This is an optimization exercise on Yosys and OpenROAD, whose aim is small area and a short achievable clock period, not a production implementation. No functional check of the RTL was part of this run. Power and IR drop assume default switching activity.

**design/flow/config.mk**
```make
export PLATFORM = sky130hd
export DESIGN_NAME = cpu16_top
export DESIGN_NICKNAME = cpu16_top
export VERILOG_FILES = /design/flow/design.v
export SDC_FILE = /design/flow/constraint.sdc
export NUM_CORES = 4
export LEC_CHECK = 0
export CAP_MARGIN = 20
export CORE_MARGIN = 2
export CORE_UTILIZATION = 40
export CTS_BUF_LIST = sky130_fd_sc_hd__clkbuf_4 sky130_fd_sc_hd__clkbuf_8
export SLEW_MARGIN = 20
export SYNTH_HIERARCHICAL = 1
export SYNTH_MINIMUM_KEEP_SIZE = 0
```
**design/flow/constraint.sdc**
```tcl
create_clock -name core_clock -period 15.0 [get_ports {clk}]
set_input_delay 3.0000 -clock core_clock [delete_from_list [all_inputs] [get_ports {clk}]]
set_output_delay 3.0000 -clock core_clock [all_outputs]
set_load 0.01 [all_outputs]
```
**design/flow/design.v**
```verilog
`timescale 1ns / 1ps
module TwoToOneMux(input logic [15:0] a, b,
	input logic sel_mux,
	output logic [15:0] out);
    always_comb
	    out <= sel_mux ? b : a;
endmodule
`timescale 1ns / 1ps
module alu(input logic [15:0] I, a, b, mem_rdata,
	input logic add_op,
	output logic [15:0] wd, sum,
	output logic ovf);
	logic [15:0] y, p, g, sh_in, sh_out;
	logic [5:0] nz, lo;
	logic use_b, hi, sh_ok;
	logic sel_sum, sel_sll, sel_sra, sel_g, sel_p;
	assign nz = {I[12], I[6:5], I[4:2]};
	assign use_b = I[15] & ~(I[11] & ~I[10]);
	assign lo = use_b ? b[5:0] : nz;
	assign hi = I[14] ? I[5] : ~I[15] & I[12];
	assign y[5:0] = I[14] ? {I[12], I[11:10], I[6], 2'b00} : lo;
	assign y[15:6] = (use_b & ~I[14]) ? b[15:6] : {10{hi}};
	adder16 add(.a(a), .y(y), .add_op(add_op), .p(p), .g(g), .sum(sum), .ovf(ovf));
	assign sh_ok = nz[5:4] == 2'b00;
	always_comb
		for (int i = 0; i < 16; i++)
			sh_in[i] = I[15] ? a[15 - i] : a[i];
	assign sh_out = sh_in << nz[3:0];
	assign sel_sum = ~I[14] & (I[15] ? ~I[11] & I[1] : I[0]);
	assign sel_sll = ~I[14] & ~I[15] & ~I[0] & sh_ok;
	assign sel_sra = ~I[14] & I[15] & ~I[11] & ~I[1];
	assign sel_g = ~I[14] & I[15] & I[11] & (~I[10] | I[6]);
	assign sel_p = ~I[14] & I[15] & I[11] & I[10] & (I[6] ^ I[5]);
	always_comb begin
		wd = ({16{I[14]}} & mem_rdata) | ({16{sel_sum}} & sum) |
		     ({16{sel_g}} & g) | ({16{sel_p}} & p) |
		     ({16{sel_sll}} & sh_out) | {sel_sra & a[15], 15'd0};
		for (int i = 0; i < 16; i++)
			wd[i] = wd[i] | (sel_sra & sh_ok & sh_out[15 - i]);
	end
endmodule
module adder16(input logic [15:0] a, y,
	input logic add_op,
	output logic [15:0] p, g, sum,
	output logic ovf);
	logic [15:0] G [0:4];
	logic [15:0] P [0:4];
	logic [16:0] c;
	assign p = a ^ y;
	assign g = a & y;
	always_comb begin
		G[0] = g;
		P[0] = p;
		for (int l = 0; l < 4; l++)
			for (int i = 0; i < 16; i++)
				if (i >= (1 << l)) begin
					G[l+1][i] = G[l][i] | (P[l][i] & G[l][i - (1 << l)]);
					P[l+1][i] = P[l][i] & P[l][i - (1 << l)];
				end else begin
					G[l+1][i] = G[l][i];
					P[l+1][i] = P[l][i];
				end
	end
	assign c = {G[4], 1'b0};
	assign sum = p ^ c[15:0];
	assign ovf = add_op & ~(a[15] ^ y[15]) & (c[15] ^ a[15]);
endmodule
`timescale 1ns / 1ps
module instruction_decoder(input logic [15:0] I,
    output logic is_sw, is_beqz, is_bnez, add_op, wen,
    output logic [2:0] waddr);
    logic is_lw, is_add, is_srai, is_and, is_or, is_xor, is_andi, is_addi,
          is_slli;
    logic q0, q2;
    assign q0 = I[15:13] == 3'b000;
    assign q2 = I[15:13] == 3'b100;
    assign is_lw   = I[15:13] == 3'b010;
    assign is_sw   = I[15:13] == 3'b110 && I[1:0] == 2'b00;
    assign is_beqz = I[15:13] == 3'b110 && I[1:0] == 2'b01;
    assign is_bnez = I[15:13] == 3'b111;
    assign is_add  = q2 && I[11:10] == 2'b01 && I[1:0] == 2'b10;
    assign is_srai = q2 && I[11:10] == 2'b01 && I[1:0] == 2'b01;
    assign is_and  = q2 && I[11:10] == 2'b11 && I[6:5] == 2'b11;
    assign is_or   = q2 && I[11:10] == 2'b11 && I[6:5] == 2'b10;
    assign is_xor  = q2 && I[11:10] == 2'b11 && I[6:5] == 2'b01;
    assign is_andi = q2 && I[11:10] == 2'b10;
    assign is_addi = q0 && I[1:0] == 2'b01;
    assign is_slli = q0 && I[1:0] == 2'b10;
    assign add_op = is_lw | is_sw | is_add | is_addi;
    assign wen = is_lw | is_add | is_srai | is_and | is_or | is_xor |
                 is_andi | is_addi | is_slli;
    assign waddr = I[14] ? I[4:2] : I[9:7];
endmodule
`timescale 1ns / 1ps
module mapper(input [15:0] instruction,
              output logic [2:0] rs1,rs2,rd,
              output logic [6:0] immediate,
              output logic [5:0] nzimm,
              output logic [8:0] offset,
              output logic [3:0] opcode);
  always_comb
  begin
  opcode = 4'b1111;  
  nzimm = 0;
  offset = 0;
  immediate = 0;
  rs1=0;
  rs2=0;
  rd=0;
  case(instruction[15:13])
  3'b110:begin 
         case(instruction[1:0])
            2'b00 : begin immediate = {instruction[5],instruction[12],instruction[11:10],instruction[6],2'b00};rs1=instruction[9:7];rs2=instruction[4:2];opcode=4'b0001;end  
            2'b01 : begin offset = {instruction[12],instruction[12],instruction[6:5],instruction[2],instruction[11:10],instruction[4:3]}; rs1=instruction[9:7];opcode=4'b1010; end  
         endcase
           end
  3'b010: begin immediate = {instruction[5],instruction[12],instruction[11:10],instruction[6],2'b00};rs1=instruction[9:7]; rd = instruction[4:2];opcode=4'b0000; end  
  3'b100 : begin
           case(instruction[11:10])
                2'b01 : begin
                        case(instruction[1:0])
                        2'b10: begin rd = instruction[9:7]; rs2 = instruction[4:2];opcode=4'b0010; end  
                        2'b01: begin nzimm = {instruction[12],instruction[6:5],instruction[4:2]};rd = instruction[9:7];rs1=instruction[9:7];opcode= 4'b1000; end  
                        endcase 
                        end                                    
                2'b11 : begin
                        case(instruction[6:5])
                            2'b11: begin rs1 = instruction[9:7]; rd = instruction[9:7];rs2 = instruction[4:2];opcode=4'b0100;end  
                            2'b10: begin rs1 = instruction[9:7]; rd = instruction[9:7]; rs2 = instruction[4:2];opcode=4'b0110;end  
                            2'b01 : begin rs1 = instruction[9:7]; rd = instruction[9:7]; rs2 = instruction[4:2];opcode=4'b0111; end  
                         endcase 
                        end 
                2'b10 : begin immediate = {1'b0,instruction[12],instruction[6:5],instruction[4:2]}; rs1 = instruction[9:7]; rd = instruction[9:7];opcode=4'b0101; end  
            endcase
           end
  3'b000 : begin
           case(instruction[1:0])
                2'b01: begin nzimm = {instruction[12],instruction[6:5],instruction[4:2]};rs1 = instruction[9:7]; rd = instruction[9:7];opcode=4'b0011; end  
                2'b10 : begin nzimm = {instruction[12],instruction[6:5],instruction[4:2]};rd = instruction[9:7];opcode=4'b1001; end  
           endcase 
           end
  3'b111 : begin offset = {instruction[12],instruction[12],instruction[6:5],instruction[2],instruction[11:10],instruction[4:3]}; rs1 = instruction[9:7];opcode=4'b1011; end  
  endcase
  end
endmodule
`timescale 1ns / 1ps
module program_counter(input logic clk, rst, take_branch,
    input logic [7:0] offset,
	output logic [7:0] pc);
	logic [7:0] inc, nxt;
	logic [8:0] c;
	assign inc = take_branch ? offset : 8'd1;
	always_comb begin
		c[0] = 1'b0;
		for (int i = 0; i < 8; i++) begin
			nxt[i] = pc[i] ^ inc[i] ^ c[i];
			c[i+1] = (pc[i] & inc[i]) | (pc[i] & c[i]) | (inc[i] & c[i]);
		end
	end
	always_ff @(posedge clk, posedge rst)
		if (rst) pc <= 0;
		else pc <= nxt;
endmodule
`timescale 1ns / 1ps
module regfile(input logic rst, clk, wr_en,
	input logic [2:0] rd0_addr, rd1_addr, wr_addr,
	input logic [15:0] wr_data,
	output logic [15:0] rd0_data, rd1_data);
	logic [15:0] data [0:7];
	logic [7:0] valid;
	logic [7:0] we, s0, s1;
	always_comb
		for (int i = 0; i < 8; i++) begin
			we[i] = wr_en && wr_addr == i;
			s0[i] = valid[i] && rd0_addr == i;
			s1[i] = valid[i] && rd1_addr == i;
		end
	always_ff @(posedge clk, posedge rst)
		if (rst) valid <= 8'd0;
		else valid <= valid | we;
	always_ff @(posedge clk)
		for (int i = 0; i < 8; i++)
			if (we[i]) data[i] <= wr_data;
	always_comb begin
		rd0_data = 16'd0;
		rd1_data = 16'd0;
		for (int i = 0; i < 8; i++) begin
			rd0_data = rd0_data | ({16{s0[i]}} & data[i]);
			rd1_data = rd1_data | ({16{s1[i]}} & data[i]);
		end
	end
endmodule
`timescale 1ns / 1ps
module cpu16_top(input logic clk,
        input logic reset,
        output logic [7:0] imem_addr,       
        input logic [15:0] imem_rdata,      
        output logic [9:0] dmem_addr,       
        output logic [15:0] dmem_wdata,     
        output logic dmem_we,               
        input logic [15:0] dmem_rdata,      
        output logic ovf_ctrl,
        output logic take_branch
    );
    logic [15:0] I;
    logic [15:0] ra, rb, wd, sum;
    logic [2:0] waddr;
    logic wen;
    logic is_sw, is_beqz, is_bnez, add_op;
    assign I = imem_rdata;
    instruction_decoder dec(.I(I), .is_sw(is_sw), .is_beqz(is_beqz),
        .is_bnez(is_bnez), .add_op(add_op), .wen(wen), .waddr(waddr));
    regfile rf(.clk(clk), .rst(reset), .wr_en(wen), .wr_addr(waddr),
        .wr_data(wd), .rd0_addr(I[9:7]), .rd1_addr(I[4:2]),
        .rd0_data(ra), .rd1_data(rb));
    alu u_alu(.I(I), .a(ra), .b(rb), .mem_rdata(dmem_rdata), .add_op(add_op),
        .wd(wd), .sum(sum), .ovf(ovf_ctrl));
    assign take_branch = (is_beqz & ~|ra) | (is_bnez & |ra);
    program_counter pcu(.clk(clk), .rst(reset), .take_branch(take_branch),
        .offset({I[12], I[6:5], I[2], I[11:10], I[4:3]}), .pc(imem_addr));
    assign dmem_addr = sum[9:0];
    assign dmem_wdata = rb;
    assign dmem_we = is_sw;
endmodule
```
**design/flow/flow/run.sh**
```bash
#!/bin/bash
set -euo pipefail
cd "$(dirname "$0")/.."
export BUFFER_PORTS_ARGS="-buffer_cell sky130_fd_sc_hd__buf_1"
export SETUP_SLACK_MARGIN=5.5
bash standard.sh > make.log 2>&1
```
**design/flow/standard.sh**
```bash
#!/bin/bash
# synth_recipe.tcl (not shown) runs the flow's synth.tcl, then flattens the netlist and writes it again
# the make line also repeats each setting of config.mk as NAME=value (left out here)
make -C /OpenROAD-flow-scripts/flow DESIGN_CONFIG=/design/flow/config.mk WORK_HOME=/design/flow/orfs CLKGATE_MAP_FILE= SYNTH_SCRIPT=/design/flow/synth_recipe.tcl "${@:-finish}"
```
==> flow_metrics.tcl <==
set metrics [dict create \
    layout_common_cells "edfxtp_1 (128), buf_1 (64), a22oi_1 (57)" \
    core_mm2 0.0219 \
    holdBufCountCts 0 \
    max_freq_mhz 108 \
    ys_async_sr_fraction_pct 11.1 \
    ant_nets 0 \
    cap_violations 0 \
    wl_mm 28.4 \
    drtIter0Drc 999 \
    ys_types 81 \
    stdcell_count 1108 \
    fin_util_pct 46.2 \
    hold_class "reg2reg" \
    rr_worst_depth 20 \
    tightest_slew_ns 0.892 \
    tns_ns 0 \
    yosys.area_share.simple_pct 13.1 \
    r2r_start "rf.valid[4]" \
    worst_ep_required_time_ns 12.00 \
    dp_hpwl_mm 19.0 \
    synth_compound_area_share_pct 23.3 \
    syn_area_mm2 0.00895 \
    hold_path.startpoint "rf.valid[6]" \
    vias_per_cell 6.63 \
    holdPathEnd "rf.valid[6]" \
    synth.mux.area_fraction_pct 7.17 \
    synth-xor-area-share_pct 1.47 \
    die-height_um 154 \
    track_usage_pct 23.7 \
    die_area_mm2 0.0236 \
    min_path_cells 1 \
    grt_max_degree 40 \
    peakVddDrop_uv 42.9 \
    cts_made_buffers 17 \
    placed_cells 1065 \
    vias 7342 \
    die_x_um 154 \
    synth_edf_count 128 \
    reg2reg_setup_slack_ns 9.27 \
    area_growth_pct 13.0 \
    drc 0 \
    rr_endpoint "pcu.pc[7]" \
    cts_buffer_depth 2 \
    ys_seq_elements 144 \
    rsz0062_at_grt "false" \
    start_util_pct 40.9 \
    fin_crit_sh_pct 62.0 \
    synth_adder_area_share_pct 3.94 \
    place_congestion 0.899 \
    grt_pass1_wl_mm 42.5 \
    powerDensity_mw_per_mm2 119 \
    gr-total-overflow 0 \
    clkLatencyLatePin_ns 0.46 \
    dr.pass1.iters 8 \
    finalHoldViolations 0 \
    synth_top_family_by_area "compound AO/OA/AOI/OAI gates" \
    drive_gt1_share_pct 19.1 \
    crit_start "imem_rdata[4]" \
    antenna_found_initial 0 \
    cts.sinks 144 \
    final_common_cell "edfxtp_1" \
    grt_pass1_vias 7031 \
    fin_crit_ns 9.29 \
    wl_per_cell_um 25.6 \
    cp_max_fo 35 \
    relSlewSlack_pct 40.0 \
    syn_avg_cell_area_um2 12.0 \
    clkTransAtPathRegs_ns 0.08 \
    yosysSeqAreaShare_pct 47.4 \
    syn_nets 805 \
    ys.flop_type "edfxtp_1" \
    cp-start-kind "input pin" \
    cp-end-kind "primary output" \
    diodes 0 \
    fin_worst_skew_ns 0.0126 \
    finalSetupViolations 0 \
    finalNetCount 873 \
    cts_tree "built" \
    synth_warnings 13 \
    synth_cells 747 \
    port-buffer-count 70 \
    clock_tree.root_cell "clkbuf_8" \
    status "complete, no violations" \
    path_class "in2out" \
    h-tree-depth 4 \
    fp-row-count 54 \
    arrival_ns 6.29 \
    io_pins 71 \
    p_leak_uw 0.00358 \
    slew_violations 0 \
]
synthesized netlist by cell type (5+ instances only):
cell type    n  area [um2]
a211o_1      5        43.8
fa_1         7         140
o311a_1      5        50.1
buf_2       16        80.1
and4b_1      7        70.1
nand2b_1    10        62.6
ha_1        17         213
inv_1       16        60.1
mux2_1       5        56.3
a221o_1      7        70.1
nor2_1      30         113
nand2_1     44         165
and2_1       6        37.5
a21o_1      13        97.6
o21ai_0      8        40.0
nor4_1       8        50.1
a221oi_2    21         315
buf_4        6        45.0
or3_1        7        43.8
a21oi_1     17        85.1
nor3_1       6        30.0
nand3_1     37         185
o211ai_1    10        75.1
o21ai_1      5        25.0
a22o_1      33         289
xor2_1       6        52.6
mux2i_1     21         210
or2_2       10        62.6
xnor2_1      9        78.8
o22ai_1      6        37.5
dfrtp_1     16         400
mux4_2      10         225
a221oi_1    14         123
a222oi_1    19         190
edfxtp_1   128        3840
clkbuf_1    20        75.1
a22oi_1     57         428
mux2_2       8        90.1
nor2b_1      8        50.1
Yosys stat by module (local to each module, per instance):
| module | cell area, um2 | cells inside | flops+latches |
|---|---|---|---|
| instruction_decoder | 154 | 21 | 0 |
| cpu16_top | 48.8 | 6 | 0 |
| program_counter | 414 | 30 | 8 |
| adder16 | 885 | 119 | 0 |
| regfile | 5810 | 364 | 136 |
| alu | 1640 | 207 | 0 |
where the power goes:
part / internal (uW) / switching (uW) / total [uW]
Sequential: 471 / 18.0 / 489
Combinational: 138 / 233 / 371
Clock: 173 / 169 / 343
Total: 783 / 420 / 1200
critical path: stages:
cell and delay [ns]:
buf_4 0.37, nand2_1 0.15, nor3_2 0.14, buf_4 0.31, a22oi_1 0.12, nand3_1 0.16, mux2i_1 0.08, o21ai_0 0.28
ha_1 0.36, and2_4 0.20, a221oi_2 0.37, a211o_2 0.22, nand2_2 0.06, o311ai_1 0.28, buf_1 0.18
sequential cells by signal (all words and copies together), names as in the netlist:
| register | count |
|---|---|
| rf.valid | 8 |
| rf.data | 128 |
| pcu.pc | 8 |
cell type report:
| cell class | instances | area (um2) |
|---|---|---|
| clock inverters | 15 | 219 |
| well taps | 280 | 350 |
| fillers | 2024 | 11800 |
| inverters | 16 | 60.1 |
| repair buffers | 100 | 510 |
| multi-input cells | 536 | 4490 |
| clock buffers | 17 | 234 |
| flip-flops and latches | 144 | 4240 |
worst max path at each step:
| stage | end | slack (ns) | depth (start not counted) |
|---|---|---|---|
| floorplan | ovf_ctrl | 6.34 | 14 |
| global placement | ovf_ctrl | 4.95 | 14 |
| detailed placement | ovf_ctrl | 4.89 | 14 |
| CTS | ovf_ctrl | 5.52 | 14 |
| global route | dmem_addr[8] | 5.45 | 17 |
| finish | ovf_ctrl | 5.71 | 15 |
logic make-up after synthesis:
family / after synthesis
xor+xnor: 15
fa+ha+maj: 24
flops: 144
mux: 47
compound gates: 245
buf+inv: 67
simple gates: 205
per-stage QoR:
step	setup WS, ns	area (um2)	total power (uW)	hold slack, ns
6_report	5.71	10100	1200	0.512
3_5_place_dp	4.89	9510	856	0.486
2_1_floorplan	6.34	8950	737	0.446
3_3_place_gp	4.95	9510	851	0.489
5_1_grt	5.45	10100	1260	0.524
4_1_cts	5.52	10000	1200	0.511
layer usage:
layer | vias up | GRT usage [%] | wire length, um
met5 | - | 0 | 0
met4 | 0 | 9.96 | 843
met3 | 72 | 5.13 | 2560
met2 | 410 | 37.2 | 13100
met1 | 3630 | 32.0 | 11800
li1 | 3230 | - | -
what timing repair did:
| item | 4_1_cts | 5_1_grt |
|---|---|---|
| pin swaps | 2 | 3 |
| resized for setup | 11 | 20 |
| setup endpoints to repair | 7 | 6 |
| setup buffers | 6 | 5 |

==> static timing again, ports no longer ideal <==
The flow's constraints put no driver on any port. The routed layout listed below was extracted and timed again, unchanged, in two steps. Step 1 (the two cells are an assumption about what drives the block):
set clk [get_ports {clk}]
set_driving_cell -lib_cell sky130_fd_sc_hd__clkbuf_16 $clk
set_driving_cell -lib_cell sky130_fd_sc_hd__buf_2 [delete_from_list [all_inputs] $clk]
Step 2 also shifts input and output timing later by t, the mid clock arrival at the registers, as if the neighbouring blocks saw the same clock. Three values: ideal, step 1, step 2; two values: the first two.
shift t [ns]: 0.492
setup WS [ns]: 5.707 / 5.682 / 5.682
worst register clock-pin slew, ns: 0.09 / 0.09
After both steps setup and hold are still met in this run. For this run, drivers alone change the setup slack by -0.025 ns; drivers and shift together by -0.025 ns.
